This is an optimization exercise on Yosys and OpenROAD, whose aim is small area, not a production implementation.
At most, simulation tests tie the RTL to the original design; equivalence was not proved.
No functional check of the RTL was part of run 5.
Power is estimated from default activity; no workload was simulated.

File: flow/flow/run.sh
#!/bin/bash
# Standard ORFS layout (the standard.sh, unchanged synthesis) with
# area-related overrides:
#  - port buffers use the smallest buffer cell (every port still gets one)
#  - clock tree synthesis uses no dummy loads
#  - after global routing, cells with timing slack are downsized (RECOVER_POWER)
set -uo pipefail
export BUFFER_PORTS_ARGS="-buffer_cell sky130_fd_sc_hd__buf_1"
export CTS_ARGS="-sink_clustering_enable -repair_clock_nets -dont_use_dummy_load -buf_list {sky130_fd_sc_hd__clkbuf_2 sky130_fd_sc_hd__clkbuf_4 sky130_fd_sc_hd__clkbuf_8}"
export RECOVER_POWER=100
bash standard.sh > make_finish.log 2>&1
st=$?
cp -r orfs/logs orfs_logs 2>/dev/null || true
exit $st
File: flow/standard.sh
#!/bin/bash
# synth_recipe.tcl (not shown) runs the flow's synth.tcl, then flattens the netlist and writes it again
# the make line also repeats each setting of config.mk as NAME=value (left out here)
make -C /OpenROAD-flow-scripts/flow DESIGN_CONFIG=/design/flow/config.mk WORK_HOME=/design/flow/orfs CLKGATE_MAP_FILE= SYNTH_SCRIPT=/design/flow/synth_recipe.tcl "${@:-finish}"
File: flow/config.mk
export PLATFORM = sky130hd
export DESIGN_NAME = hyper_bus
export DESIGN_NICKNAME = hyper_bus
export VERILOG_FILES = /design/flow/design.v
export SDC_FILE = /design/flow/constraint.sdc
export NUM_CORES = 4
export LEC_CHECK = 0
export ABC_AREA = 1
export CAP_MARGIN = 20
export CORE_MARGIN = 2
export CORE_UTILIZATION = 40
export PLACE_DENSITY = 0.6
export SLEW_MARGIN = 20
File: flow/constraint.sdc
create_clock -name core_clock -period 5.0 [get_ports {ram_clock}]
set_input_delay 1.0000 -clock core_clock [delete_from_list [all_inputs] [get_ports {ram_clock}]]
set_output_delay 1.0000 -clock core_clock [all_outputs]
set_load 0.01 [all_outputs]
File: flow/design.v
`timescale 1 ns / 1 ns
module hyper_bus #(
    parameter HBRAM_FRE   = 200_000_000,
    parameter BIT_WIDTH   = 16,
    parameter INIT_NUM    = 256,
    parameter LATENCY     = 7,
    parameter STRENGTH    = "34_ohms",
    parameter BURST_MODE  = "legacy",
    parameter BURST_LEN   = 16,
    parameter REFRESH     = "Full_Array",
    parameter CLOCK_TYPE  = "Single_Ended",
    parameter MASK_WIDTH  = 4
) (
    input                              ram_clock,
    input                              ram_reset,
    input                              ram_en,
    input                              rw_ctrl,
    input      [31:0]                  ram_addr,
    input      [31:0]                  ram_burst_len,
    output                             ram_wr_valid,
    input      [BIT_WIDTH * 2 - 1 : 0] ram_wr_data,
    output reg                         ram_rd_valid,
    output reg [BIT_WIDTH * 2 - 1 : 0] ram_rd_data,
    input      [MASK_WIDTH - 1 : 0]    ram_data_mask,
    output reg                         hbc_cal_pass,
    output reg                         ctrl_idle,
    output reg                         hbc_ck_p_hi,
    output                             hbc_ck_p_lo,
    output                             hbc_ck_n_hi,
    output                             hbc_ck_n_lo,
    output reg                         hbc_cs_n,
    output reg                         hbc_rst_n,
    output     [BIT_WIDTH - 1 : 0]     hbc_dq_en,
    output     [BIT_WIDTH - 1 : 0]     hbc_dq_out_hi,
    output     [BIT_WIDTH - 1 : 0]     hbc_dq_out_lo,
    input      [BIT_WIDTH - 1 : 0]     hbc_dq_in_hi,
    input      [BIT_WIDTH - 1 : 0]     hbc_dq_in_lo,
    output     [BIT_WIDTH/8 - 1 : 0]   hbc_rwds_en,
    output     [BIT_WIDTH/8 - 1 : 0]   hbc_rwds_out_hi,
    output     [BIT_WIDTH/8 - 1 : 0]   hbc_rwds_out_lo,
    input      [BIT_WIDTH/8 - 1 : 0]   hbc_rwds_in_hi,
    input      [BIT_WIDTH/8 - 1 : 0]   hbc_rwds_in_lo
);
localparam IDLE  = 4'd0;
localparam RESET = 4'd1;
localparam RWAIT = 4'd2;
localparam CFG   = 4'd3;
localparam CW    = 4'd4;
localparam WAIT  = 4'd5;
localparam INIT  = 4'd6;
localparam XFER  = 4'd7;
localparam DONE  = 4'd8;
reg  [3:0]  state;
reg  [3:0]  state_next;
reg  [14:0] cnt;             
reg         flag;            
reg         cr_sel;          
reg         dq_en_r;
reg         rwds_en_r;
reg         r_rw_ctrl;
reg  [3:0]  r_data_mask;
reg  [2:0]  r_addr_lo;       
reg         r_rwds_hi0;
reg  [15:0] r_dq_in_hi;
reg  [15:0] dq_hi;           
reg  [15:0] dq_lo;           
reg         dq_on;           
reg         rwds_wr;         
reg         rwds_one;        
wire s_idle  = state == IDLE;
wire s_reset = state == RESET;
wire s_rwait = state == RWAIT;
wire s_cfg   = state == CFG;
wire s_cw    = state == CW;
wire s_wait  = state == WAIT;
wire s_init  = state == INIT;
wire s_xfer  = state == XFER;
wire s_done  = state == DONE;
wire strobe = r_rwds_hi0 ^ hbc_rwds_in_lo[0];
wire rw_rd  = r_rw_ctrl & flag;             
wire wr_on  = flag & ~r_rw_ctrl;            
wire [14:0] cnt_inc = cnt + 1'b1;
wire t1000  = cnt[9] & cnt[8] & cnt[7] & cnt[6] & cnt[5] & cnt[3];
wire t79    = cnt[6] & cnt[3] & cnt[2] & cnt[1] & cnt[0];
wire t31999 = cnt[14] & cnt[13] & cnt[12] & cnt[11] & cnt[10] & cnt[7] & cnt[6] &
              cnt[5] & cnt[4] & cnt[3] & cnt[2] & cnt[1] & cnt[0];
wire t400   = cnt[8] & cnt[7] & cnt[4];
wire t399   = cnt[8] & cnt[7] & cnt[3] & cnt[2] & cnt[1] & cnt[0];
wire t127   = cnt[6] & cnt[5] & cnt[4] & cnt[3] & cnt[2] & cnt[1] & cnt[0];
wire tlen   = (cnt_inc[10:0] == ram_burst_len[11:1]);
wire ge40   = cnt[6] | (cnt[5] & (cnt[4] | cnt[3]));    
wire nz     = |cnt[4:0];                                 
wire le3    = ~(cnt[4] | cnt[3] | cnt[2]);              
wire le4    = le3 | (cnt[2] & ~cnt[1] & ~cnt[0] & ~cnt[4] & ~cnt[3]);
wire adv = (s_idle & t1000) | (s_reset & t79) | (s_rwait & t31999) | (s_cfg & cnt[2]) |
           (s_cw & t400) | (s_wait & (~flag | ram_en)) | (s_init & cnt[4]) |
           (s_xfer & (flag ? tlen : t127)) | (s_done & t399);
always @(*) begin
    case (state)
        IDLE:    state_next = RESET;
        RESET:   state_next = RWAIT;
        RWAIT:   state_next = CFG;
        CFG:     state_next = CW;
        CW:      state_next = cr_sel ? CFG : WAIT;
        WAIT:    state_next = INIT;
        INIT:    state_next = XFER;
        XFER:    state_next = DONE;
        DONE:    state_next = WAIT;
        default: state_next = IDLE;
    endcase
end
always @(posedge ram_clock or posedge ram_reset) begin
    if (ram_reset) begin
        state <= IDLE;
        cnt   <= 15'd0;
    end else begin
        if (adv) begin
            state <= state_next;
            cnt   <= 15'd0;
        end else if (!(s_xfer & rw_rd & ~strobe)) begin
            cnt   <= cnt_inc;
        end
    end
end
always @(posedge ram_clock or posedge ram_reset) begin
    if (ram_reset) begin
        flag   <= 1'b0;
        cr_sel <= 1'b0;
    end else begin
        if (s_done)
            flag <= 1'b1;
        if (s_cfg & adv)
            cr_sel <= ~cr_sel;
    end
end
always @(posedge ram_clock) begin
    if (ram_en) begin
        r_rw_ctrl   <= rw_ctrl;
        r_data_mask <= ram_data_mask;
    end
    r_rwds_hi0 <= hbc_rwds_in_hi[0];
    r_dq_in_hi <= hbc_dq_in_hi;
end
always @(posedge ram_clock) begin
    if (s_wait) begin
        dq_hi     <= {ram_addr[18:11] & {8{flag}}, rw_ctrl & flag, 1'b0, 1'b1, ram_addr[31:27] & {5{flag}}};
        dq_lo     <= {ram_addr[10:3] & {8{flag}}, ram_addr[26:19] & {8{flag}}};
        r_addr_lo <= ram_addr[2:0] & {3{flag}};
    end else if (s_init) begin
        if (cnt[1:0] == 2'd2) begin
            dq_hi[7:0] <= dq_hi[15:8];
            dq_lo[7:0] <= dq_lo[15:8];
        end else if (cnt[1:0] == 2'd3) begin
            dq_hi[7:0] <= 8'd0;
            dq_lo[7:0] <= {5'd0, r_addr_lo};
        end
    end else if (s_cfg) begin
        case (cnt[2:0])
            3'd1: begin dq_hi[7:0] <= 8'h60; dq_lo[7:0] <= 8'h00; end
            3'd2: begin dq_hi[7:0] <= 8'h01; dq_lo[7:0] <= 8'h00; end
            3'd3: begin dq_hi[7:0] <= 8'h00; dq_lo[7:0] <= cr_sel ? 8'h01 : 8'h00; end
            default: begin
                dq_hi[7:0] <= cr_sel ? 8'hff : 8'h8f;
                dq_lo[7:0] <= cr_sel ? 8'hc1 : 8'h2e;
            end
        endcase
    end else begin
        dq_hi <= ram_wr_data[31:16];
        dq_lo <= ram_wr_data[15:0];
    end
end
assign hbc_dq_out_hi = {rwds_wr ? dq_hi[15:8] : dq_hi[7:0], dq_hi[7:0]} & {16{dq_on}};
assign hbc_dq_out_lo = {rwds_wr ? dq_lo[15:8] : dq_lo[7:0], dq_lo[7:0]} & {16{dq_on}};
assign hbc_rwds_out_hi = ({2{rwds_wr}} & ~r_data_mask[1:0]) | {2{rwds_one}};
assign hbc_rwds_out_lo = ({2{rwds_wr}} & ~r_data_mask[3:2]) | {2{rwds_one}};
assign hbc_ck_p_lo = 1'b0;
assign hbc_ck_n_lo = 1'b0;
assign hbc_ck_n_hi = 1'b0;
assign hbc_dq_en   = {BIT_WIDTH{dq_en_r}};
assign hbc_rwds_en = {2{rwds_en_r}};
assign ram_wr_valid = s_xfer & wr_on;
always @(posedge ram_clock or posedge ram_reset) begin
    if (ram_reset) begin
        hbc_ck_p_hi     <= 1'b0;
        hbc_cs_n        <= 1'b1;
        hbc_rst_n       <= 1'b1;
        dq_en_r         <= 1'b0;
        rwds_en_r       <= 1'b0;
        dq_on           <= 1'b0;
        rwds_wr         <= 1'b0;
        rwds_one        <= 1'b0;
        hbc_cal_pass    <= 1'b0;
        ctrl_idle       <= 1'b1;
        ram_rd_valid    <= 1'b0;
        ram_rd_data     <= 32'd0;
    end else begin
        hbc_ck_p_hi <= ((s_cfg | s_init) & nz) | s_xfer;
        hbc_cs_n    <= ~(s_cfg | s_init | s_xfer);
        hbc_rst_n   <= ~(s_reset & ~ge40);
        dq_en_r     <= ~((s_reset & ~ge40) | (s_init & ~le3) | (s_xfer & rw_rd) | s_done);
        rwds_en_r   <= s_cfg | (s_init & (le3 | (cnt[4] & ~rw_rd))) | (s_xfer & ~rw_rd);
        rwds_one    <= s_cfg | (s_init & le4);
        rwds_wr     <= s_xfer & wr_on;
        dq_on       <= (s_cfg & nz) | (s_init & le3 & nz) | (s_xfer & wr_on);
        if (s_wait & flag)
            hbc_cal_pass <= 1'b1;
        ctrl_idle    <= ~(flag & ((s_init & nz) | s_xfer | s_done));
        ram_rd_valid <= s_xfer & rw_rd & strobe;
        if (s_xfer & rw_rd & strobe)
            ram_rd_data <= {r_dq_in_hi, hbc_dq_in_lo};
    end
end
endmodule
==> results of run 1 <==
-- logic make-up after synthesis --
family,Yosys count,share of synthesized area
compound gates,85,0.0908
xor+xnor,8,0.0118
fa+ha+maj,5,0.0105
buf+inv,115,0.0900
flops,121,0.527
other cells,1,0.000632
simple gates,374,0.270
-- area by class of cell --
cell class | count | area, um2 | area share
sequential | 121 | 3130 | 0.451
multi-input combinational | 475 | 2260 | 0.326
antenna | 1 | 2.50 | 0.000361
inverter | 72 | 273 | 0.0394
timing repair buffer | 213 | 803 | 0.116
tap | 184 | 230 | 0.0332
clock buffer | 17 | 234 | 0.0338
-- metrics by stage --
step	setup WS, ps	area (um2)	instances	utilization	total power [mW]
6_report	1680	6930	1083	0.477	1.77
5_1_grt	1200	6930	1082	0.477	1.86
4_1_cts	1960	6970	1082	0.480	1.80
3_5_place_dp	2410	6740	1065	0.463	1.17
3_3_place_gp	2400	6730	1065	0.463	1.17
2_1_floorplan	2410	5940	711	-	1.12
-- layout by cell type, fill, tap and decap left out, drive strengths merged, types with 2 or more instances in the layout --
cell type and n:
o21ai 42, edfxtp 38, nand4 13, o31ai 2, nand2 227, a31oi 4, a22o 17, a21oi 7
a22oi 2, buf 209, inv 71, dfstp 3, nand3 37, nor3 6, xnor2 2, ha 5
xor2 6, a221oi 2, conb 3, dfrtp 61, clkbuf 21, dfxtp 19, o211ai 2, nor2 88
-- power by group --
part           switching, mW  total [mW]  internal [mW]
clock                  0.323       0.621          0.298
sequential            0.0150        1.07           1.05
combinational         0.0458      0.0841         0.0383
-- flip-flops by register name, indices dropped and copies added (netlist names), 3 cells and up --
name and count:
ram_rd_data 32, state 4, r_dq_in_hi 16, dq_lo 16
dq_hi 16, r_addr_lo 3, cnt 15, r_data_mask 4
-- routing by layer --
| metal | routed length [um] | vias to the layer above | track usage |
|---|---|---|---|
| met5 | 0 | - | 0 |
| met4 | 280 | 0 | 0.0685 |
| met3 | 1320 | 22 | 0.0607 |
| met2 | 6970 | 224 | 0.322 |
| met1 | 6920 | 2370 | 0.266 |
| li1 | - | 2634 | - |
-- worst max path at each step --
stage	startpoint	to
finish	state[0]	dq_lo[0]
CTS	rwds_wr	hbc_dq_out_hi[14]
global route	ram_reset	cnt[6]
global placement	hbc_rwds_in_lo[0]	cnt[9]
floorplan	ram_reset	cnt[0]
detailed placement	hbc_rwds_in_lo[0]	cnt[7]
-- worst reg2reg max path: cells and delay by family (launching register included) --
| kind | cells | cell delay, ps |
|---|---|---|
| compound gates | 2 | 420 |
| buf+inv | 1 | 90 |
| simple gates | 3 | 2240 |
| flops | 1 | 400 |
==> flow_summary.ini, run 1 <==
[synthesis]
ys_ff_latch = 121
ys_seq_area_frac = 0.527
yosysMostFrequentCell = nand2_1
yosysTopAreaCell = dfrtp_1
postSynthCellCount = 709
synthFlopType = dfrtp_1
ys_warn_count = 1
synth_cell_types = 47
syn_area_um2 = 5940
synthTopCellsByArea = dfrtp_1 26%, edfxtp_1 19%, nand2_1 14%, dfxtp_1 6.4%, nor2_1 4.5%
synthTopCellsByCount = 222 x nand2_1, 71 x nor2_1, 68 x inv_1, 61 x dfrtp_1, 41 x o21ai_0
netlist.area_leader.share = 0.257
syn_avg_cell_area_um2 = 8.37
synth-edff-count = 38
synthArstFlopShare = 0.529

[timing]
slew_headroom = -0.271
post-route-min-period_ps = 3320
setup_viol = 0
fmax_ghz = 0.301
final_max_slew_viol_count = 61
tightest_slew_ps = 1900
timing.final.crit_share = 0.664
whs_ps = 410
fin_tns_setup_ps = 0
fin_skew_ps = 20.0
finalHoldViolCount = 0
rsz0062_at_grt = false

[critical_path]
path_class = flip-flop to flip-flop
crit-reg2reg-launch = state[0]
r2r_slack_ps = 1680
r2r_end = dq_lo[0]
end_kind = flip-flop
crit_family = simple AND/OR/NAND/NOR gates
cp_num_buf_inv = 1
cp_data_required_time_ps = 5270
cpMaxStageDelayCell = nor2_1
cp.depth = 6
path_cells = inv_1 > nor2_1 > nand2_1 > nor2_1 > a22oi_1 > o2111ai_1
path_max_fanout = 29
critical-path-max-stage-delay_ps = 1600
critPathArrivalTime_ps = 3590
worstRegToRegCells = 6
critPathMostFrequentCell = nor2_1
start_kind = flip-flop

[route]
first_pass_iters = 5
wl_per_cell_um = 14.3
viasPerCell = 4.85
dr.first_iter.drc_count = 325
drt-total-wl_mm = 15.5
vias = 5250
drc = 0
drtAntennaViolNets = 0

[floorplan]
num_rows = 44
io_pins = 236
die_h_um = 126
die_x_um = 126
die_area_um2 = 15800
core_area_um2 = 14500
initial_utilization = 0.408

[run_status]
check-failures = max-capacitance violations, max-slew violations
status = finished with violations

[min_path]
hp-start = r_dq_in_hi[3]
hold_path_class = flip-flop to flip-flop
hold_depth = 2
min_to = ram_rd_data[19]

[global_routing]
grt_pass1_wl_mm = 25.4
grt_remaining_overflow = 0
grt_start_max_net_pins = 36
grt_antenna_before_repair = 1
grt_usage = 0.203
grt_pass1_vias = 4989

[cts]
cts_root_buffer = clkbuf_8
cts_tree = yes
cts.repair.resized = 0
htree_levels = 4
insertion_delay_ps = 440
cts_buffers = 17
holdBufCountCts = 0
cts.sinks = 121
postCtsSetupBuffers = 0
clk_pin_slew_ps = 70
clockBufferDepth = 2

[flow_run]
drv_cap = 2

[placement]
globalplace.congestion = 0.873
io_buffers = 209
dp_hpwl_mm = 11.6

[cells_and_area]
drive_gt1_frac = 0.0468
nNetsFinal = 1045
synthToLayoutAreaGrowth_pct = 16.7
num-fill-cells = 1494

[power_and_ir_drop]
p_leak_nw = 3.28
p_per_area_nw_per_um2 = 256
vdd_drop_max_mv = 0.192
==> run 2: changes to the inputs <==
==> flow/flow/run.sh (replaced) <==
#!/bin/bash
# Standard ORFS layout (the standard.sh, unchanged synthesis) with two
# area-related overrides:
#  - port buffers use the smallest buffer cell (every port still gets one)
#  - clock tree synthesis uses small clock buffers and no dummy loads
set -uo pipefail
export BUFFER_PORTS_ARGS="-buffer_cell sky130_fd_sc_hd__buf_1"
export CTS_ARGS="-sink_clustering_enable -repair_clock_nets -dont_use_dummy_load -buf_list {sky130_fd_sc_hd__clkbuf_2 sky130_fd_sc_hd__clkbuf_4 sky130_fd_sc_hd__clkbuf_8}"
bash standard.sh > make_finish.log 2>&1
st=$?
cp -r orfs/logs orfs_logs 2>/dev/null || true
exit $st
==> run 2 against run 1 <==
Effect of this change:
- the run now finishes clean
- utilization grew 0.28 points
- largest cell class unchanged
- highest routed layer unchanged
- sequential cell count unchanged
- sequential power hardly changed
- synthesized cell count unchanged
- worst hold slack hardly changed
- sequential share of layout area is 0.27 points lower
- fmax increased by 9.5%
- power barely moved
- largest power group unchanged
==> flow_summary.ini, run 2 <==
[min_path]
hold_depth = 2
hp-start = r_dq_in_hi[3]
hold_path_class = flip-flop to flip-flop
min_to = ram_rd_data[19]

[floorplan]
num_rows = 44
die_area_um2 = 15800
core_area_um2 = 14500
io_pins = 236
die_x_um = 126
die_h_um = 126
initial_utilization = 0.408

[route]
drtAntennaViolNets = 0
drc = 0
wl_per_cell_um = 14.2
dr.first_iter.drc_count = 306
first_pass_iters = 7
viasPerCell = 4.85
drt-total-wl_mm = 15.4
vias = 5256

[cts]
clockBufferDepth = 2
postCtsSetupBuffers = 0
insertion_delay_ps = 440
clk_pin_slew_ps = 70
htree_levels = 4
cts.sinks = 121
cts_root_buffer = clkbuf_8
holdBufCountCts = 0
cts_buffers = 17
cts.repair.resized = 0
cts_tree = yes

[placement]
globalplace.congestion = 0.873
dp_hpwl_mm = 11.6
post-place-cells = 1065
io_buffers = 209

[cells_and_area]
regMostFlops = ram_rd_data
final_common_cell = nand2_1
drive_gt1_frac = 0.0601
largest_reg_flops = 32
final_cell_mix = 222 x nand2_1, 209 x buf_1, 70 x nor2_1
finalNonFillerCells = 1083
nNetsFinal = 1045
synthToLayoutAreaGrowth_pct = 17.4

[global_routing]
top_usage_layer = met2
grt_pass1_wl_mm = 25.4
grt_pass1_vias = 4989
grt_antenna_before_repair = 1
grt_usage = 0.203
gr-usage-met2 = 0.322
grt_remaining_overflow = 0
grt_use_met1 = 0.266
grt_start_max_net_pins = 36
met3_usage = 0.0607

[power_and_ir_drop]
vdd_drop_max_mv = 0.193
p_sw_frac = 0.217
p_seq_frac = 0.602
p_leak_nw = 3.28
p_sw_uw = 384
clock_power_share = 0.351
total_power_mw = 1.77
p_int_mw = 1.39
p_comb_frac = 0.048
p_per_area_nw_per_um2 = 254

[synthesis]
ys_seq_area_frac = 0.527
syn_area_um2 = 5940
netlist.area_leader.share = 0.257
synth-edff-count = 38
synthTopCellsByArea = dfrtp_1 26%, edfxtp_1 19%, nand2_1 14%, dfxtp_1 6.4%, nor2_1 4.5%
postSynthCellCount = 709
ys_ff_latch = 121
synthArstFlopShare = 0.529
yosysTopAreaCell = dfrtp_1
ys_warn_count = 1
synth_cell_types = 47
synthFlopType = dfrtp_1
synthTopCellsByCount = 222 x nand2_1, 71 x nor2_1, 68 x inv_1, 61 x dfrtp_1, 41 x o21ai_0
syn_avg_cell_area_um2 = 8.37
yosysMostFrequentCell = nand2_1

[critical_path]
crit-reg2reg-launch = state[0]
worstSetupStartpoint = rwds_wr
start_kind = flip-flop
path_class = flip-flop to output port
critPathArrivalTime_ps = 2030
cp_data_required_time_ps = 4000
end_kind = output port
r2r_slack_ps = 2540
worstRegToRegCells = 12
r2r_end = state[2]
path_max_fanout = 20

[timing]
slew_headroom = 0.297
fmax_ghz = 0.330
final_max_slew_viol_count = 0
post-route-min-period_ps = 3030
fin_skew_ps = 20.5
tightest_slew_ps = 1050
rsz0062_at_grt = false
fin_tns_setup_ps = 0
setup_viol = 0
timing.final.crit_share = 0.607
finalHoldViolCount = 0

[flow_run]
drv_cap = 0

[run_status]
status = finished clean
run 2: cell counts after synthesis:
Identical to the previous run, type by type.
run 2: layer usage:
metal,part of all wire,up-vias
li1,-,2639
met1,0.45,2383
met2,0.45,214
met3,0.083,20
met4,0.017,0
met5,0,-
run 2: worst max-delay path: stages, from the launching register on:
cell and delay (ps):
dfrtp_1 570, inv_1 580, nor2_1 80, nor2_1 200
buf_1 180
run 2: cells by family (layout without fill, tap and decap cells):
| family | after synthesis | after routing | share of synthesized area |
|---|---|---|---|
| AND/OR/NAND/NOR | 374 | 374 | 0.270 |
| buffers and inverters | 115 | 302 | 0.0900 |
| flip-flops | 121 | 121 | 0.527 |
| adder cells (fa/ha/maj) | 5 | 5 | 0.0105 |
| AO/OA/AOI/OAI | 85 | 85 | 0.0908 |
| other | 1 | 4 | 0.000632 |
| XOR/XNOR | 8 | 8 | 0.0118 |
run 2: through the flow:
stage               utilization  setup WS, ps  hold WS (ps)  area (um2)
finish                    0.480          1970           410        6970
global route              0.480          1800           433        6970
CTS                       0.480          1960           411        6970
detailed placement        0.463          2410           419        6740
global placement          0.463          2400           411        6730
floorplan                     -          2410           409        5940
run 2: layout make-up:
| class | instances | area (um2) |
|---|---|---|
| fillers | 1487 | 7560 |
| flip-flops and latches | 121 | 3130 |
| multi-input cells | 475 | 2290 |
| repair buffers | 213 | 815 |
| inverters | 72 | 273 |
| clock buffers | 17 | 234 |
| well taps | 184 | 230 |
| diodes | 1 | 2.50 |
run 2: how the worst max path moves through the flow:
stage,endpoint,slack [ps],cells after the start
3_3_place_gp,cnt[9],2400,6
4_1_cts,hbc_dq_out_hi[14],1960,4
6_report,hbc_dq_out_hi[14],1970,4
3_5_place_dp,cnt[7],2410,6
2_1_floorplan,cnt[0],2410,1
5_1_grt,hbc_dq_out_hi[14],1800,4
run 2: power by group through the flow:
stage | registers [mW] | logic (mW) | clock network, mW
final | 1.07 | 0.0847 | 0.621
after global routing | 1.07 | 0.0977 | 0.689
after CTS | 1.07 | 0.0866 | 0.647
after detailed placement | 1.08 | 0.0866 | 0
after global placement | 1.08 | 0.0848 | 0
after floorplan | 1.08 | 0.0347 | 0
==> run 3: changes to the inputs <==
==> flow/flow/run.sh (replaced) <==
#!/bin/bash
# The standard layout (standard.sh, with synth_recipe.tcl as the synthesis
# script, so the same Yosys passes and registers) with area-related changes:
#  - ABC maps the combinational logic with an area-oriented script
#    (flow/abc_area.script: deepsyn + choice-based area mapping); ORFS reads it
#    from a copy of its scripts folder, otherwise unchanged
#  - port buffers use the smallest buffer cell (every port still gets one)
#  - clock tree synthesis uses no dummy loads
# Each tool's log stays under orfs/logs/; make's own output goes to make_finish.log.
set -uo pipefail
here=$(pwd)
rm -rf "$here/orfs_scripts"
cp -r "$FLOW_HOME/scripts" "$here/orfs_scripts"
cp "$here/flow/abc_area.script" "$here/orfs_scripts/abc_area.script"
export SCRIPTS_DIR="$here/orfs_scripts"
export BUFFER_PORTS_ARGS="-buffer_cell sky130_fd_sc_hd__buf_1"
export CTS_ARGS="-sink_clustering_enable -repair_clock_nets -dont_use_dummy_load -buf_list {sky130_fd_sc_hd__clkbuf_2 sky130_fd_sc_hd__clkbuf_4 sky130_fd_sc_hd__clkbuf_8}"
bash standard.sh > make_finish.log 2>&1
st=$?
cp -r orfs/logs orfs_logs 2>/dev/null || true
exit $st
==> flow/flow/abc_area.script (new file) <==
strash
&get -n
&deepsyn -T 20
&put
dch -f
amap
topo
==> run 3 against run 2 <==
Effect of this change:
- still clean
- critical path depth is 10 higher
- final cell count is 20% lower
- die area is 11% lower
- power is 2.3% lower
- clock skew is 0.87 ps lower
- register-to-register slack worse by 1800 ps
- setup slack worse by 1200 ps
- utilization is 2.2 points higher
- via count is 14% lower
- count of clock-buffer cells in the layout stayed put
- area after synthesis is 12% lower
- final area is 8.4% lower
- critical path type is now flip-flop to flip-flop
- critical endpoint is now cnt[10]
- highest routed layer is now met5
==> flow_summary.ini, run 3 <==
[run_status]
status = finished clean

[route]
wl_per_cell_um = 16.3
viasPerCell = 5.28
vias = 4546
drtAntennaViolNets = 0
dr.first_iter.drc_count = 295
drt-total-wl_mm = 14.0
first_pass_iters = 4
drc = 0

[cells_and_area]
final_common_cell = buf_1
regMostFlops = ram_rd_data
largest_reg_flops = 32
synthToLayoutAreaGrowth_pct = 21.8
finalNonFillerCells = 861
drive_gt1_frac = 0.0435
nNetsFinal = 836
final_cell_mix = 209 x buf_1, 61 x dfrtp_1, 51 x clkinv_1, 51 x nor2_1, 38 x edfxtp_1
antenna_cells = 0

[critical_path]
start_kind = flip-flop
path_max_fanout = 11
cp_data_required_time_ps = 5260
end_kind = flip-flop
worstRegToRegCells = 14
path_class = flip-flop to flip-flop
critPathArrivalTime_ps = 4480

[synthesis]
synthTopCellsByArea = dfrtp_1 29%, edfxtp_1 22%, dfxtp_1 7.3%, o22a_1 5.3%, nor2_1 3.8%
netlist.area_leader.share = 0.291
syn_area_um2 = 5240
ys_seq_area_frac = 0.596
synthTopCellsByCount = 61 x dfrtp_1, 53 x nor2_1, 52 x clkinv_1, 38 x edfxtp_1, 34 x nand2_1
synthArstFlopShare = 0.529
synthFlopType = dfrtp_1
yosysMostFrequentCell = dfrtp_1
yosysTopAreaCell = dfrtp_1
syn_avg_cell_area_um2 = 11.0
postSynthCellCount = 475
ys_warn_count = 1
synth-edff-count = 38
ys_ff_latch = 121
synth_cell_types = 38

[timing]
timing.final.crit_share = 0.844
post-route-min-period_ps = 4220
fin_tns_setup_ps = 0
tightest_slew_ps = 1090
final_max_slew_viol_count = 0
finalHoldViolCount = 0
slew_headroom = 0.273
setup_viol = 0
fmax_ghz = 0.237
fin_skew_ps = 19.6
rsz0062_at_grt = false

[min_path]
hold_path_class = flip-flop to flip-flop
hold_depth = 1

[cts]
htree_levels = 4
postCtsSetupBuffers = 0
holdBufCountCts = 0
clockBufferDepth = 2
cts_buffers = 17
cts_root_buffer = clkbuf_8
cts.repair.resized = 0
cts.sinks = 121
cts_tree = yes
insertion_delay_ps = 430
clk_pin_slew_ps = 70

[power_and_ir_drop]
p_int_mw = 1.38
clock_power_share = 0.352
p_comb_frac = 0.040
p_per_area_nw_per_um2 = 271
p_sw_frac = 0.205
vdd_drop_max_mv = 0.278
p_leak_nw = 2.50
p_sw_uw = 355
p_seq_frac = 0.608

[global_routing]
grt_remaining_overflow = 0
grt_start_max_net_pins = 52
grt_usage = 0.200
grt_pass1_vias = 4412
grt_pass1_wl_mm = 22.3
grt_antenna_before_repair = 1

[floorplan]
core_area_um2 = 12700
io_pins = 236
num_rows = 41
die_area_um2 = 14000
initial_utilization = 0.412
die_h_um = 118
die_x_um = 118

[placement]
post-place-cells = 844
io_buffers = 209
globalplace.congestion = 0.866
dp_hpwl_mm = 10.3

[flow_run]
drv_cap = 0
==> run 3: changes by cell type in the layout (fill, tap and decap cells not counted), moves of 21 or more <==
cell	previous run	this run
o22a_1	0	32
inv_1	67	0
clkinv_1	1	51
nand2_1	222	34
nand3_1	35	5
o21ai_0	41	20
==> run 3: area by class of cell <==
cell class	instances	area, um2
inverter	52	195
timing repair buffer	216	837
multi-input combinational	283	1780
sequential	121	3130
clock buffer	17	234
tap	172	215
fill	1219	6340
==> run 3: metrics by stage <==
step                cell area [um2]  power, mW  utilization  hold WS [ps]  setup WS (ps)
global placement               6150       1.14        0.483           435            806
floorplan                      5250       1.10            -           433           1470
detailed placement             6150       1.14        0.483           442            647
global route                   6380       1.81        0.502           460            397
finish                         6380       1.73        0.502           454            778
CTS                            6380       1.76        0.502           457            715
==> run 3: logic make-up after synthesis <==
logic type / share of synthesized area
flops: 0.596
simple gates: 0.101
other cells: 0.000715
fa+ha+maj: 0.0119
xor+xnor: 0.00167
compound gates: 0.221
buf+inv: 0.0673
==> run 3: final timing paths <==
| kind | from | endpoint | slack (ps) |
|---|---|---|---|
| setup / recovery | cnt[0] | cnt[10] | 780 |
| hold / removal | r_dq_in_hi[6] | ram_rd_data[22] | 450 |
| setup reg to reg | cnt[0] | cnt[10] | 780 |
| hold reg to reg | r_dq_in_hi[6] | ram_rd_data[22] | 450 |
| max in group asynchronous | ram_reset | cr_sel | 3540 |
| min in group asynchronous | ram_reset | ram_rd_data[20] | 500 |
==> run 3: power groups by stage <==
stage	Combinational [mW]	Sequential (mW)	Clock, mW
floorplan	0.0292	1.07	0
global placement	0.0692	1.07	0
detailed placement	0.0708	1.07	0
CTS	0.0713	1.05	0.633
global route	0.0792	1.05	0.673
finish	0.0701	1.05	0.609
==> run 3: worst max-delay path, cell delays in order (launching register included) <==
cell and delay, ps:
dfrtp_1 410, clkinv_1 200, ha_1 380, nor2_1 110, a21oi_1 40, or4_1 520, a2111oi_0 450, o211ai_1 160
a2111oi_0 340, o2111ai_1 190, o21ai_0 260, nor2b_1 160, clkinv_1 150, or2_0 520, o22ai_1 170
==> run 3: layer usage <==
metal / vias up / global-route usage / share of wire
li1: 2162 / - / -
met1: 2145 / 0.239 / 0.41
met2: 223 / 0.344 / 0.48
met3: 14 / 0.0753 / 0.092
met4: 2 / 0.0461 / 0.0088
met5: - / 0 / 0.00093
==> run 4: changes to the inputs <==
--- a/flow/flow/run.sh
+++ b/flow/flow/run.sh
@@ -15,5 +15,5 @@
 export SCRIPTS_DIR="$here/orfs_scripts"
 export BUFFER_PORTS_ARGS="-buffer_cell sky130_fd_sc_hd__buf_1"
-export CTS_ARGS="-sink_clustering_enable -repair_clock_nets -dont_use_dummy_load -buf_list {sky130_fd_sc_hd__clkbuf_2 sky130_fd_sc_hd__clkbuf_4 sky130_fd_sc_hd__clkbuf_8}"
+export CTS_ARGS="-sink_clustering_enable -sink_clustering_size 10 -sink_clustering_max_diameter 60 -repair_clock_nets -dont_use_dummy_load -buf_list {sky130_fd_sc_hd__clkbuf_2 sky130_fd_sc_hd__clkbuf_4} -root_buf sky130_fd_sc_hd__clkbuf_4 -sink_clustering_buffer sky130_fd_sc_hd__clkbuf_4"
 bash standard.sh > make_finish.log 2>&1
 st=$?
==> run 4 against run 3 <==
Effect of this change:
- sequential power hardly changed
- sequential share of layout area is 0.83 points higher
- combinational power hardly changed
- power is 9.5% lower
- register-to-register slack worse by 60 ps
- final cell count stayed put
- non-clock buffer count stayed put
- via count is 0.48% higher
- die area stayed put
- worst hold slack worse by 60 ps
- critical endpoint unchanged
- highest routed layer unchanged
==> flow_summary.ini, run 4 <==
[critical_path]
r2r_end = cnt[10]
r2r_slack_ps = 710
worstRegToRegCells = 14
path_class = flip-flop to flip-flop
path_max_fanout = 11
cp_data_required_time_ps = 5340
start_kind = flip-flop
crit-reg2reg-launch = cnt[0]
critPathArrivalTime_ps = 4630
worstSetupStartpoint = cnt[0]
end_kind = flip-flop

[cts]
holdBufCountCts = 0
cts_buffers = 17
cts_tree = yes
postCtsSetupBuffers = 0
htree_levels = 4
cts.repair.resized = 0
clockBufferDepth = 2
cts.sinks = 121
cts_root_buffer = clkbuf_4
insertion_delay_ps = 520
clk_pin_slew_ps = 110

[route]
first_pass_iters = 5
drc = 0
vias = 4568
dr.first_iter.drc_count = 267
viasPerCell = 5.31
wl_per_cell_um = 16.3
drtAntennaViolNets = 0
drt-total-wl_mm = 14.0

[cells_and_area]
largest_reg_flops = 32
regMostFlops = ram_rd_data
antenna_cells = 0
final_cell_mix = 209 x buf_1, 61 x dfrtp_1, 51 x clkinv_1, 51 x nor2_1, 38 x edfxtp_1
synthToLayoutAreaGrowth_pct = 19.7
final_common_cell = buf_1
regArea_um2 = 3130
multi_input_area_um2 = 1780
nNetsFinal = 836
drive_gt1_frac = 0.0435
num-fill-cells = 1240
utilization = 0.494

[power_and_ir_drop]
clock_power_share = 0.285
vdd_drop_max_mv = 0.212
p_leak_nw = 2.45
p_sw_frac = 0.214
p_int_mw = 1.23
p_sw_uw = 335
p_per_area_nw_per_um2 = 250
p_comb_frac = 0.045
p_seq_frac = 0.671

[synthesis]
synthArstFlopShare = 0.529
synthTopCellsByArea = dfrtp_1 29%, edfxtp_1 22%, dfxtp_1 7.3%, o22a_1 5.3%, nor2_1 3.8%
synthAdderAreaFrac = 0.0119
ys_seq_area_frac = 0.596
postSynthCellCount = 475
synthFlopType = dfrtp_1
synth_cell_types = 38
ys_ff_latch = 121
synth-edff-count = 38
yosys.area_share.simple = 0.101
syn_area_um2 = 5240
ys_warn_count = 1
yosysMostFrequentCell = dfrtp_1
synthTopCellsByCount = 61 x dfrtp_1, 53 x nor2_1, 52 x clkinv_1, 38 x edfxtp_1, 34 x nand2_1
synth_top_family_by_area = compound AO/OA/AOI/OAI gates
synth_xor_area_frac = 0.00167
muxShareOfSynthArea = 0
netlist.area_leader.share = 0.291
syn_avg_cell_area_um2 = 11.0
synth-compound-area-share = 0.221
yosysTopAreaCell = dfrtp_1

[floorplan]
die_x_um = 118
num_rows = 41
io_pins = 236
die_area_um2 = 14000
core_area_um2 = 12700
initial_utilization = 0.412
die_h_um = 118

[run_status]
status = finished clean

[timing]
tightest_slew_ps = 1090
rsz0062_at_grt = false
fin_tns_setup_ps = 0
fmax_ghz = 0.233
timing.final.crit_share = 0.857
final_max_slew_viol_count = 0
finalHoldViolCount = 0
post-route-min-period_ps = 4290
fin_skew_ps = 32.1
setup_viol = 0
whs_ps = 394
slew_headroom = 0.273

[global_routing]
grt_start_max_net_pins = 52
grt_pass1_vias = 4400
grt_pass1_wl_mm = 22.2
grt_usage = 0.200
grt_antenna_before_repair = 1
grt_remaining_overflow = 0

[flow_run]
drv_cap = 0

[placement]
dp_hpwl_mm = 10.3
io_buffers = 209
globalplace.congestion = 0.866

[min_path]
hold_path_class = input port to async pin
## run 4: area by class of cell
type	instances	share of cell area
Sequential cell	121	0.498
Tap cell	172	0.0343
Multi-Input combinational cell	283	0.283
Inverter	52	0.0311
Timing Repair Buffer	216	0.133
Clock buffer	17	0.0203
## run 4: metal layers
metal,up-vias,GRT usage,share of wire
met5,-,0,0.00093
met4,2,0.0543,0.011
met3,20,0.0738,0.10
met2,249,0.343,0.49
met1,2133,0.238,0.40
li1,2164,-,-
## run 4: critical path: stages, from the launching register on
cell and delay (ps):
dfrtp_1 420, clkinv_1 200, ha_1 380, nor2_1 110, a21oi_1 40, or4_1 520, a2111oi_0 450, o211ai_1 160
a2111oi_0 340, o2111ai_1 190, o21ai_0 260, nor2b_1 160, clkinv_1 150, or2_0 560, o22ai_1 170
## run 4: power groups by stage
stage / registers (mW) / clock network [mW] / logic [mW]
CTS: 1.05 / 0.468 / 0.0713
finish: 1.05 / 0.446 / 0.0699
global route: 1.05 / 0.506 / 0.0792
floorplan: 1.07 / 0 / 0.0292
global placement: 1.07 / 0 / 0.0692
detailed placement: 1.07 / 0 / 0.0708
## run 4: how the worst max path moves through the flow
stage | slack, ps | endpoint | cells past startpoint
after floorplan | 1470 | cnt[3] | 12
after global placement | 810 | cnt[9] | 13
after detailed placement | 650 | cnt[10] | 13
after CTS | 680 | cnt[10] | 14
after global routing | 370 | cnt[2] | 14
final | 710 | cnt[10] | 14
## run 4: kinds of logic (layout without fill, tap and decap cells)
group,Yosys count,in the layout
compound gates,153,153
xor+xnor,1,1
fa+ha+maj,5,5
buf+inv,73,285
flops,121,121
other cells,1,3
simple gates,121,121
## run 4: metrics by stage
step           instance area [um2]  worst slack (ps)  power, mW  cells
2_1_floorplan                 5250              1470       1.10    477
3_3_place_gp                  6150               806       1.14    844
3_5_place_dp                  6150               647       1.14    844
4_1_cts                       6280               680       1.59    861
5_1_grt                       6280               374       1.64    861
6_report                      6280               715       1.57    861
==> run 5: changes to the inputs <==
--- a/flow/design.v
+++ b/flow/design.v
@@ -25,10 +25,10 @@
     output reg                         hbc_cal_pass,
     output reg                         ctrl_idle,
-    output reg                         hbc_ck_p_hi,
+    output                             hbc_ck_p_hi,
     output                             hbc_ck_p_lo,
     output                             hbc_ck_n_hi,
     output                             hbc_ck_n_lo,
-    output reg                         hbc_cs_n,
-    output reg                         hbc_rst_n,
+    output                             hbc_cs_n,
+    output                             hbc_rst_n,
     output     [BIT_WIDTH - 1 : 0]     hbc_dq_en,
     output     [BIT_WIDTH - 1 : 0]     hbc_dq_out_hi,
@@ -65,7 +65,5 @@
 reg  [15:0] dq_hi;           
 reg  [15:0] dq_lo;           
-reg         dq_on;           
-reg         rwds_wr;         
-reg         rwds_one;        
+reg         fst;             
 wire s_idle  = state == IDLE;
 wire s_reset = state == RESET;
@@ -93,4 +91,12 @@
 wire le3    = ~(cnt[4] | cnt[3] | cnt[2]);              
 wire le4    = le3 | (cnt[2] & ~cnt[1] & ~cnt[0] & ~cnt[4] & ~cnt[3]);
+wire ge2     = |cnt[4:1];                                
+wire done_f  = (s_cw | s_done) & fst;                    
+wire rwds_wr = (s_xfer & ~fst | s_done & fst) & wr_on;   
+wire rwds_one = (s_cfg & ~fst) | (s_cw & fst) | (s_init & ~fst & ~(cnt[4] | cnt[3] | (cnt[2] & cnt[1])));
+wire dq_on   = (s_cfg & ge2) | (s_cw & fst) | (s_init & ge2 & ~(cnt[4] | cnt[3] | (cnt[2] & (cnt[1] | cnt[0])))) | rwds_wr;
+assign hbc_ck_p_hi = ((s_cfg | s_init) & ge2) | s_xfer | done_f;
+assign hbc_cs_n    = ~(((s_cfg | s_init) & ~fst) | s_xfer | done_f);
+assign hbc_rst_n   = ~(s_reset & ~fst & ~(cnt[6] | (cnt[5] & (cnt[4] | cnt[3] & (|cnt[2:0])))));
 wire adv = (s_idle & t1000) | (s_reset & t79) | (s_rwait & t31999) | (s_cfg & cnt[2]) |
            (s_cw & t400) | (s_wait & (~flag | ram_en)) | (s_init & cnt[4]) |
@@ -114,5 +120,7 @@
         state <= IDLE;
         cnt   <= 15'd0;
-    end else begin
+        fst   <= 1'b1;
+    end else begin
+        fst <= adv;
         if (adv) begin
             state <= state_next;
@@ -182,12 +190,6 @@
 always @(posedge ram_clock or posedge ram_reset) begin
     if (ram_reset) begin
-        hbc_ck_p_hi     <= 1'b0;
-        hbc_cs_n        <= 1'b1;
-        hbc_rst_n       <= 1'b1;
         dq_en_r         <= 1'b0;
         rwds_en_r       <= 1'b0;
-        dq_on           <= 1'b0;
-        rwds_wr         <= 1'b0;
-        rwds_one        <= 1'b0;
         hbc_cal_pass    <= 1'b0;
         ctrl_idle       <= 1'b1;
@@ -195,12 +197,6 @@
         ram_rd_data     <= 32'd0;
     end else begin
-        hbc_ck_p_hi <= ((s_cfg | s_init) & nz) | s_xfer;
-        hbc_cs_n    <= ~(s_cfg | s_init | s_xfer);
-        hbc_rst_n   <= ~(s_reset & ~ge40);
         dq_en_r     <= ~((s_reset & ~ge40) | (s_init & ~le3) | (s_xfer & rw_rd) | s_done);
         rwds_en_r   <= s_cfg | (s_init & (le3 | (cnt[4] & ~rw_rd))) | (s_xfer & ~rw_rd);
-        rwds_one    <= s_cfg | (s_init & le4);
-        rwds_wr     <= s_xfer & wr_on;
-        dq_on       <= (s_cfg & nz) | (s_init & le3 & nz) | (s_xfer & wr_on);
         if (s_wait & flag)
             hbc_cal_pass <= 1'b1;
--- a/flow/flow/run.sh
+++ b/flow/flow/run.sh
@@ -15,5 +15,5 @@
 export SCRIPTS_DIR="$here/orfs_scripts"
 export BUFFER_PORTS_ARGS="-buffer_cell sky130_fd_sc_hd__buf_1"
-export CTS_ARGS="-sink_clustering_enable -sink_clustering_size 10 -sink_clustering_max_diameter 60 -repair_clock_nets -dont_use_dummy_load -buf_list {sky130_fd_sc_hd__clkbuf_2 sky130_fd_sc_hd__clkbuf_4} -root_buf sky130_fd_sc_hd__clkbuf_4 -sink_clustering_buffer sky130_fd_sc_hd__clkbuf_4"
+export CTS_ARGS="-sink_clustering_enable -repair_clock_nets -dont_use_dummy_load -buf_list {sky130_fd_sc_hd__clkbuf_2 sky130_fd_sc_hd__clkbuf_4 sky130_fd_sc_hd__clkbuf_8}"
 bash standard.sh > make_finish.log 2>&1
 st=$?
==> run 5 against run 4 <==
Effect of this change:
- still clean on timing, DRC and antenna
- synthesized cell count up 5.1%
- first-iteration DRC count is 27% lower
- sequential power fell by 4%
- combinational power decreased by 2%
- register-to-register slack improved by 320 ps
- setup slack got worse by 150 ps
- non-clock buffer count fell by 1
- area after synthesis fell by 0.50%
- utilization rose by 0.91 points
- count of clock-buffer cells in the layout did not move
- worst hold slack gained 56 ps
- highest routed layer is now met4
==> flow_summary.ini, run 5 <==
[synthesis]
ys_warn_count = 1
synth_cell_types = 33
synthAdderAreaFrac = 0.0120
yosys.area_share.simple = 0.111
syn_area_um2 = 5220
yosysTopAreaCell = dfrtp_1
netlist.area_leader.share = 0.273
synth-compound-area-share = 0.227
synthArstFlopShare = 0.509
synthFlopType = dfrtp_1
ys_seq_area_frac = 0.575
ys_ff_latch = 116
yosysMostFrequentCell = clkinv_1
postSynthCellCount = 499
synth_xor_area_frac = 0
muxShareOfSynthArea = 0
synthTopCellsByCount = 61 x clkinv_1, 57 x dfrtp_1, 54 x nor2_1, 38 x edfxtp_1, 34 x nand2_1
synth_top_family_by_area = compound AO/OA/AOI/OAI gates
syn_avg_cell_area_um2 = 10.5
synth-edff-count = 38
synthTopCellsByArea = dfrtp_1 27%, edfxtp_1 22%, dfxtp_1 7.3%, o22a_1 5.4%, clkinv_1 4.4%

[critical_path]
cp.depth = 9
path_class = flip-flop to output port
critPathMostFrequentCell = clkinv_1
path_cells = clkinv_1 > nand2_1 > nor3_1 > a211oi_1 > nor3_2 > buf_4 > clkinv_1 > o21ai_0 > buf_1
cpMaxStageDelayCell = clkinv_1
cp_data_required_time_ps = 4000
critPathArrivalTime_ps = 3440
critical-path-max-stage-delay_ps = 600
crit_family = buffers and inverters
path_max_fanout = 26
cp_num_buf_inv = 4
start_kind = flip-flop
worstRegToRegCells = 17
end_kind = output port

[timing]
final_max_slew_viol_count = 0
tightest_slew_ps = 1010
timing.final.crit_share = 0.887
post-route-min-period_ps = 4440
rsz0062_at_grt = false
slew_headroom = 0.324
fin_skew_ps = 23.5
fin_tns_setup_ps = 0
setup_viol = 0
finalHoldViolCount = 0
fmax_ghz = 0.225
fin_ws_ps = 563
whs_ps = 450

[global_routing]
grt_usage = 0.207
grt_use_met1 = 0.259
top_usage_layer = met2
gr-usage-met2 = 0.328
grt_pass1_vias = 4550
grt_remaining_overflow = 0
met3_usage = 0.0782
grt_start_max_net_pins = 60
grt_pass1_wl_mm = 22.8
grt_antenna_before_repair = 0

[cells_and_area]
final_cell_mix = 209 x buf_1, 60 x clkinv_1, 57 x dfrtp_1
regMostFlops = ram_rd_data
drive_gt1_frac = 0.0421
synthToLayoutAreaGrowth_pct = 22.1
utilization = 0.503
antenna_cells = 0
nNetsFinal = 859
largest_reg_flops = 32
final_common_cell = buf_1

[run_status]
status = finished clean

[cts]
cts.repair.resized = 0
cts_root_buffer = clkbuf_8
insertion_delay_ps = 440
postCtsSetupBuffers = 0
cts_tree = yes
htree_levels = 4
cts_buffers = 17
clk_pin_slew_ps = 60
clockBufferDepth = 2
holdBufCountCts = 0
cts.sinks = 116

[power_and_ir_drop]
clock_power_share = 0.360
vdd_drop_max_mv = 0.165
p_comb_frac = 0.041
p_int_mw = 1.34
total_power_mw = 1.69
p_per_area_nw_per_um2 = 265
p_leak_nw = 2.44
p_seq_frac = 0.600
p_sw_frac = 0.209
p_sw_uw = 353

[route]
vias = 4571
drtAntennaViolNets = 0
drt-total-wl_mm = 14.1
viasPerCell = 5.17
dr.first_iter.drc_count = 196
drc = 0
wl_per_cell_um = 16.0
first_pass_iters = 4

[placement]
io_buffers = 209
dp_hpwl_mm = 10.5
place_ws_ps = 1000
globalplace.congestion = 0.877

[floorplan]
core_area_um2 = 12700
die_area_um2 = 14000
io_pins = 236
initial_utilization = 0.412
die_h_um = 118
num_rows = 41
die_x_um = 118

[min_path]
hold_path_class = flip-flop to flip-flop
hold_depth = 1

[flow_run]
drv_cap = 0
==> run 5: cell types whose count changed after synthesis, sizes merged, moves of 4 or more <==
cell / delta
a32o: -13
clkinv: +9
o22ai: -4
nor3: +14
dfrtp: -4
a22o: +9
o21ai: +8
==> run 5: layout make-up <==
class,instances,area [um2]
sequential,116,3000
inverter,61,229
tap,172,215
timing repair buffer,215,837
clock buffer,17,234
fill,1243,6300
multi-input combinational,303,1850
==> run 5: logic make-up (layout without fill, tap and decap cells) <==
group	after synthesis	count (layout)
compound gates	163	163
simple gates	132	132
flops	116	116
buf+inv	82	293
fa+ha+maj	5	5
other cells	1	3
==> run 5: per-stage QoR <==
step                instances  cell area [um2]
floorplan                 501             5230
global placement          866             6120
detailed placement        866             6120
CTS                       883             6350
global route              884             6370
finish                    884             6370
==> run 5: path summary, 6_finish.rpt <==
check	slack [ps]	endpoint	start
max	560	hbc_dq_out_lo[11]	state[2]
min	450	ram_rd_data[20]	r_dq_in_hi[4]
max reg2reg	1030	cnt[9]	cnt[2]
min reg2reg	450	ram_rd_data[20]	r_dq_in_hi[4]
max in group asynchronous	3740	cnt[3]	ram_reset
min in group asynchronous	750	ram_rd_data[8]	ram_reset
==> run 5: routing by layer <==
metal	routed length, um	share of wire	vias to the layer above
met3	1150	0.081	19
met4	269	0.019	0
met2	6610	0.47	194
li1	-	-	2232
met1	6110	0.43	2126
met5	0	0	-
==> run 5: power by group through the flow <==
| stage | combinational (mW) | sequential [mW] | clock (mW) |
|---|---|---|---|
| 6_report | 0.0688 | 1.01 | 0.607 |
| 3_5_place_dp | 0.0699 | 1.03 | 0 |
| 4_1_cts | 0.0704 | 1.01 | 0.624 |
| 2_1_floorplan | 0.0290 | 1.03 | 0 |
| 5_1_grt | 0.0787 | 1.01 | 0.669 |
| 3_3_place_gp | 0.0683 | 1.03 | 0 |
==> run 6: changes to the inputs <==
--- a/flow/design.v
+++ b/flow/design.v
@@ -56,9 +56,6 @@
 reg         flag;            
 reg         cr_sel;          
-reg         dq_en_r;
-reg         rwds_en_r;
 reg         r_rw_ctrl;
 reg  [3:0]  r_data_mask;
-reg  [2:0]  r_addr_lo;       
 reg         r_rwds_hi0;
 reg  [15:0] r_dq_in_hi;
@@ -85,7 +82,8 @@
 wire t400   = cnt[8] & cnt[7] & cnt[4];
 wire t399   = cnt[8] & cnt[7] & cnt[3] & cnt[2] & cnt[1] & cnt[0];
-wire t127   = cnt[6] & cnt[5] & cnt[4] & cnt[3] & cnt[2] & cnt[1] & cnt[0];
-wire tlen   = (cnt_inc[10:0] == ram_burst_len[11:1]);
+wire [10:0] xfer_start = flag ? ~ram_burst_len[11:1] : 11'd1919;
+wire tlast  = &cnt[10:1];
 wire ge40   = cnt[6] | (cnt[5] & (cnt[4] | cnt[3]));    
+wire ge41   = cnt[6] | (cnt[5] & (cnt[4] | cnt[3] & (|cnt[2:0])));    
 wire nz     = |cnt[4:0];                                 
 wire le3    = ~(cnt[4] | cnt[3] | cnt[2]);              
@@ -101,5 +99,5 @@
 wire adv = (s_idle & t1000) | (s_reset & t79) | (s_rwait & t31999) | (s_cfg & cnt[2]) |
            (s_cw & t400) | (s_wait & (~flag | ram_en)) | (s_init & cnt[4]) |
-           (s_xfer & (flag ? tlen : t127)) | (s_done & t399);
+           (s_xfer & tlast) | (s_done & t399);
 always @(*) begin
     case (state)
@@ -125,5 +123,5 @@
         if (adv) begin
             state <= state_next;
-            cnt   <= 15'd0;
+            cnt   <= s_init ? {4'd0, xfer_start} : 15'd0;
         end else if (!(s_xfer & rw_rd & ~strobe)) begin
             cnt   <= cnt_inc;
@@ -152,14 +150,14 @@
 always @(posedge ram_clock) begin
     if (s_wait) begin
-        dq_hi     <= {ram_addr[18:11] & {8{flag}}, rw_ctrl & flag, 1'b0, 1'b1, ram_addr[31:27] & {5{flag}}};
-        dq_lo     <= {ram_addr[10:3] & {8{flag}}, ram_addr[26:19] & {8{flag}}};
-        r_addr_lo <= ram_addr[2:0] & {3{flag}};
+        dq_hi <= {ram_addr[18:11], ram_addr[2:0], ram_addr[31:27]} & {16{flag}};
+        dq_lo <= {ram_addr[10:3], ram_addr[26:19]} & {16{flag}};
     end else if (s_init) begin
         if (cnt[1:0] == 2'd2) begin
-            dq_hi[7:0] <= dq_hi[15:8];
-            dq_lo[7:0] <= dq_lo[15:8];
+            dq_hi[7:0]   <= dq_hi[15:8];
+            dq_lo[7:0]   <= dq_lo[15:8];
+            dq_lo[15:13] <= dq_hi[7:5];
         end else if (cnt[1:0] == 2'd3) begin
             dq_hi[7:0] <= 8'd0;
-            dq_lo[7:0] <= {5'd0, r_addr_lo};
+            dq_lo[7:0] <= {5'd0, dq_lo[15:13]};
         end
     end else if (s_cfg) begin
@@ -178,5 +176,7 @@
     end
 end
-assign hbc_dq_out_hi = {rwds_wr ? dq_hi[15:8] : dq_hi[7:0], dq_hi[7:0]} & {16{dq_on}};
+wire cmd_beat = s_init & (cnt[4:0] == 5'd2);
+wire [7:0] dq_hi_b0 = {cmd_beat ? rw_rd : dq_hi[7], dq_hi[6] & ~cmd_beat, dq_hi[5] | cmd_beat, dq_hi[4:0]};
+assign hbc_dq_out_hi = {rwds_wr ? dq_hi[15:8] : dq_hi_b0, dq_hi_b0} & {16{dq_on}};
 assign hbc_dq_out_lo = {rwds_wr ? dq_lo[15:8] : dq_lo[7:0], dq_lo[7:0]} & {16{dq_on}};
 assign hbc_rwds_out_hi = ({2{rwds_wr}} & ~r_data_mask[1:0]) | {2{rwds_one}};
@@ -185,11 +185,12 @@
 assign hbc_ck_n_lo = 1'b0;
 assign hbc_ck_n_hi = 1'b0;
-assign hbc_dq_en   = {BIT_WIDTH{dq_en_r}};
-assign hbc_rwds_en = {2{rwds_en_r}};
+wire dq_en_c   = ~((s_idle & fst) | (s_reset & ~fst & ~ge41) | (s_wait & fst & flag) |
+                    (s_init & ~fst & ~le4) | (s_xfer & (fst | rw_rd)) | (s_done & (~fst | rw_rd)));
+wire rwds_en_c = (s_cfg & ~fst) | ((s_cw | s_done & ~rw_rd) & fst) | (s_init & ~fst & le4) | (s_xfer & ~rw_rd);
+assign hbc_dq_en   = {BIT_WIDTH{dq_en_c}};
+assign hbc_rwds_en = {2{rwds_en_c}};
 assign ram_wr_valid = s_xfer & wr_on;
 always @(posedge ram_clock or posedge ram_reset) begin
     if (ram_reset) begin
-        dq_en_r         <= 1'b0;
-        rwds_en_r       <= 1'b0;
         hbc_cal_pass    <= 1'b0;
         ctrl_idle       <= 1'b1;
@@ -197,6 +198,4 @@
         ram_rd_data     <= 32'd0;
     end else begin
-        dq_en_r     <= ~((s_reset & ~ge40) | (s_init & ~le3) | (s_xfer & rw_rd) | s_done);
-        rwds_en_r   <= s_cfg | (s_init & (le3 | (cnt[4] & ~rw_rd))) | (s_xfer & ~rw_rd);
         if (s_wait & flag)
             hbc_cal_pass <= 1'b1;
--- a/flow/flow/run.sh
+++ b/flow/flow/run.sh
@@ -15,5 +15,5 @@
 export SCRIPTS_DIR="$here/orfs_scripts"
 export BUFFER_PORTS_ARGS="-buffer_cell sky130_fd_sc_hd__buf_1"
-export CTS_ARGS="-sink_clustering_enable -repair_clock_nets -dont_use_dummy_load -buf_list {sky130_fd_sc_hd__clkbuf_2 sky130_fd_sc_hd__clkbuf_4 sky130_fd_sc_hd__clkbuf_8}"
+export CTS_ARGS="-sink_clustering_enable -sink_clustering_size 20 -sink_clustering_max_diameter 100 -repair_clock_nets -dont_use_dummy_load -buf_list {sky130_fd_sc_hd__clkbuf_8} -root_buf sky130_fd_sc_hd__clkbuf_8 -sink_clustering_buffer sky130_fd_sc_hd__clkbuf_8"
 bash standard.sh > make_finish.log 2>&1
 st=$?
==> run 6 against run 5 <==
Effect of this change:
- via count shrank 0.20%
- sequential power shrank 4%
- clock power down 29%
- final cell count fell by 5.8%
- combinational power decreased by 3.2%
- area after synthesis is 3.5% lower
- highest routed layer unchanged
- final area is 3.8% lower
- power is 13% lower
- global-route usage rose by 0.63 points
- die area shrank 3.4%
- fmax down 2.7%
==> flow_summary.ini, run 6 <==
[placement]
place_ws_ps = 633
dpl-instance-area_um2 = 5980
dp_hpwl_mm = 10.6
post-place-cells = 824
io_buffers = 209
globalplace.congestion = 0.928

[timing]
post-route-min-period_ps = 4560
rsz0062_at_grt = false
finalHoldViolCount = 0
slew_headroom = 0.322
final_max_slew_viol_count = 0
whs_ps = 457
timing.final.crit_share = 0.912
fin_ws_ps = 441
fmax_ghz = 0.219
fin_tns_setup_ps = 0
tightest_slew_ps = 992
fin_skew_ps = 17.0
setup_viol = 0

[cells_and_area]
final_common_cell = buf_1
final_cell_mix = 209 x buf_1, 55 x dfrtp_1, 48 x o22a_1
nNetsFinal = 812
regArea_um2 = 2880
drive_gt1_frac = 0.0451
antenna_cells = 0
num-fill-cells = 1190
finalNonFillerCells = 833
largest_reg_flops = 32
final_cell_area_um2 = 6120
synthToLayoutAreaGrowth_pct = 21.6
regMostFlops = ram_rd_data
multi_input_area_um2 = 1890
utilization = 0.504

[critical_path]
r2r_slack_ps = 1710
start_kind = flip-flop
critPathArrivalTime_ps = 3560
path_class = flip-flop to output port
path_max_fanout = 20
cp_data_required_time_ps = 4000
end_kind = output port

[route]
dr_wl_met3_mm = 1.26
wl_per_cell_um = 17.3
vias = 4562
wl_met2_mm = 6.81
viasPerCell = 5.48
dr.first_iter.drc_count = 372
drt-total-wl_mm = 14.4
m1WireLength_mm = 6.08
drc = 0
maxUsedRoutingLayer = met4
first_pass_iters = 5
drtAntennaViolNets = 0

[run_status]
status = finished clean

[power_and_ir_drop]
vdd_drop_max_mv = 0.155
total_power_mw = 1.47
p_leak_nw = 2.35
p_per_area_nw_per_um2 = 240

[cts]
clockBufferDepth = 2
htree_levels = 3
postCtsSetupBuffers = 0
cts_root_buffer = clkbuf_8
cts_tree = yes
cts.sinks = 111
insertion_delay_ps = 370
clk_pin_slew_ps = 90
cts_buffers = 9

[floorplan]
io_pins = 236
die_area_um2 = 13500
initial_utilization = 0.414
num_rows = 40
die_x_um = 116
core_area_um2 = 12200
die_h_um = 116

[synthesis]
synthTopCellsByArea = dfrtp_1 27%, edfxtp_1 22%, o22a_1 8.3%, dfxtp_1 6.8%, nor2_1 3.7%
syn_area_um2 = 5030
ys_seq_area_frac = 0.572
ys_ff_latch = 111
yosysMostFrequentCell = dfrtp_1
ys_warn_count = 1
synth_cell_types = 39
yosysTopAreaCell = dfrtp_1
synthArstFlopShare = 0.514
synthTopCellsByCount = 55 x dfrtp_1, 49 x nor2_1, 48 x o22a_1, 39 x clkinv_1, 37 x edfxtp_1
synth-edff-count = 37
netlist.area_leader.share = 0.273
syn_avg_cell_area_um2 = 11.1
synthFlopType = dfrtp_1
postSynthCellCount = 454

[global_routing]
grt_pass1_wl_mm = 22.3
grt_start_max_net_pins = 58
grt_antenna_before_repair = 0
grt_remaining_overflow = 0
grt_usage = 0.214
grt_pass1_vias = 4491

[flow_run]
drv_cap = 0

[min_path]
hold_path_class = flip-flop to flip-flop
## run 6: changes by cell type after synthesis, moves of 5 or more
cell / previous run / this run
clkinv_1: 61 / 39
o22a_1: 32 / 48
o21ai_0: 28 / 13
a21oi_1: 19 / 6
a22o_1: 26 / 13
a311oi_1: 0 / 11
a222oi_1: 3 / 13
a221oi_1: 9 / 0
o22ai_1: 15 / 6
nand2_1: 34 / 27
o21a_1: 1 / 8
nand4_1: 0 / 5
nor2_1: 54 / 49
## run 6: logic make-up (layout without fill, tap and decap cells)
family,count (synthesis),count (layout),share of synthesized area
buf+inv,60,269,0.0604
fa+ha+maj,5,5,0.0124
other cells,1,3,0.000745
flops,111,111,0.572
simple gates,131,131,0.120
compound gates,146,146,0.234
## run 6: layout make-up
type | instances | share of cell area
Sequential cell | 111 | 0.470
Multi-Input combinational cell | 285 | 0.308
Timing Repair Buffer | 221 | 0.143
Tap cell | 168 | 0.0343
Inverter | 39 | 0.0245
Clock buffer | 9 | 0.0202
## run 6: what timing repair did
| action | 4_1_cts | 5_1_grt |
|---|---|---|
| resized for setup | 0 | 3 |
| hold buffers | 0 | 0 |
| setup endpoints to repair | 0 | 20 |
## run 6: final timing paths
check                              start                 end  cells after the start
setup / recovery                state[0]  hbc_rwds_out_hi[0]                     11
hold reg to reg            r_dq_in_hi[8]     ram_rd_data[24]                      1
max in group asynchronous      ram_reset     ram_rd_data[26]                      3
setup reg to reg                state[0]            dq_hi[5]                     12
min in group asynchronous      ram_reset      ram_rd_data[4]                      3
hold / removal             r_dq_in_hi[8]     ram_rd_data[24]                      1
## run 6: power breakdown
part	switching, mW	total [mW]	internal [mW]	leakage [nW]
sequential	0.00934	0.971	0.961	1.29
combinational	0.0327	0.0666	0.0339	0.997
clock	0.270	0.433	0.163	0.0647
## run 6: worst max-delay path: stages (launching register included)
cell,delay (ps)
dfrtp_1,490
clkinv_1,130
nand2_1,110
nor3_1,580
nand2_1,110
nand2_1,130
clkinv_1,120
nor3_2,270
buf_4,310
clkinvlp_4,400
o21ai_0,340
buf_1,200
## run 6: per-layer routing
layer  global-route usage  vias to the layer above
met2                0.349                      227
li1                     -                     2132
met4               0.0833                        0
met3               0.0472                       21
met1                0.280                     2182
met5                    0                        -

==> port drivers added, routing unchanged <==
The flow's constraints put no driver on any port. The routed layouts listed below were extracted and timed again, unchanged, in two steps. Step 1 assumes that a clkbuf_16 drives the clock port and a buf_2 every other input. Step 2 also shifts input and output timing later by t, the mid clock arrival at the registers, as if the neighbouring blocks saw the same clock. Three values: no drivers, after step 1, after step 2; two values: the first two.
run	t (ns)	slack for setup (ns)	worst register clock-pin slew, ns	worst slew at a driven data input, ns
run 1	0.463	1.678 / 1.678 / 1.459	0.08 / 0.08	0.07
run 2	0.461	1.967 / 1.933 / 2.373	0.08 / 0.08	0.07
run 3	0.449	0.778 / 0.778 / 0.700	0.07 / 0.07	0.06
run 4	0.536	0.715 / 0.715 / 0.659	0.11 / 0.11	0.06
run 5	0.458	0.563 / 0.531 / 0.989	0.08 / 0.08	0.06
run 6	0.391	0.441 / 0.407 / 0.798	0.10 / 0.10	0.05
The setup slack of run 1, which loses most, moves by 0.000 ns with the drivers and by -0.219 ns with both steps. Setup slack includes reset recovery checks.
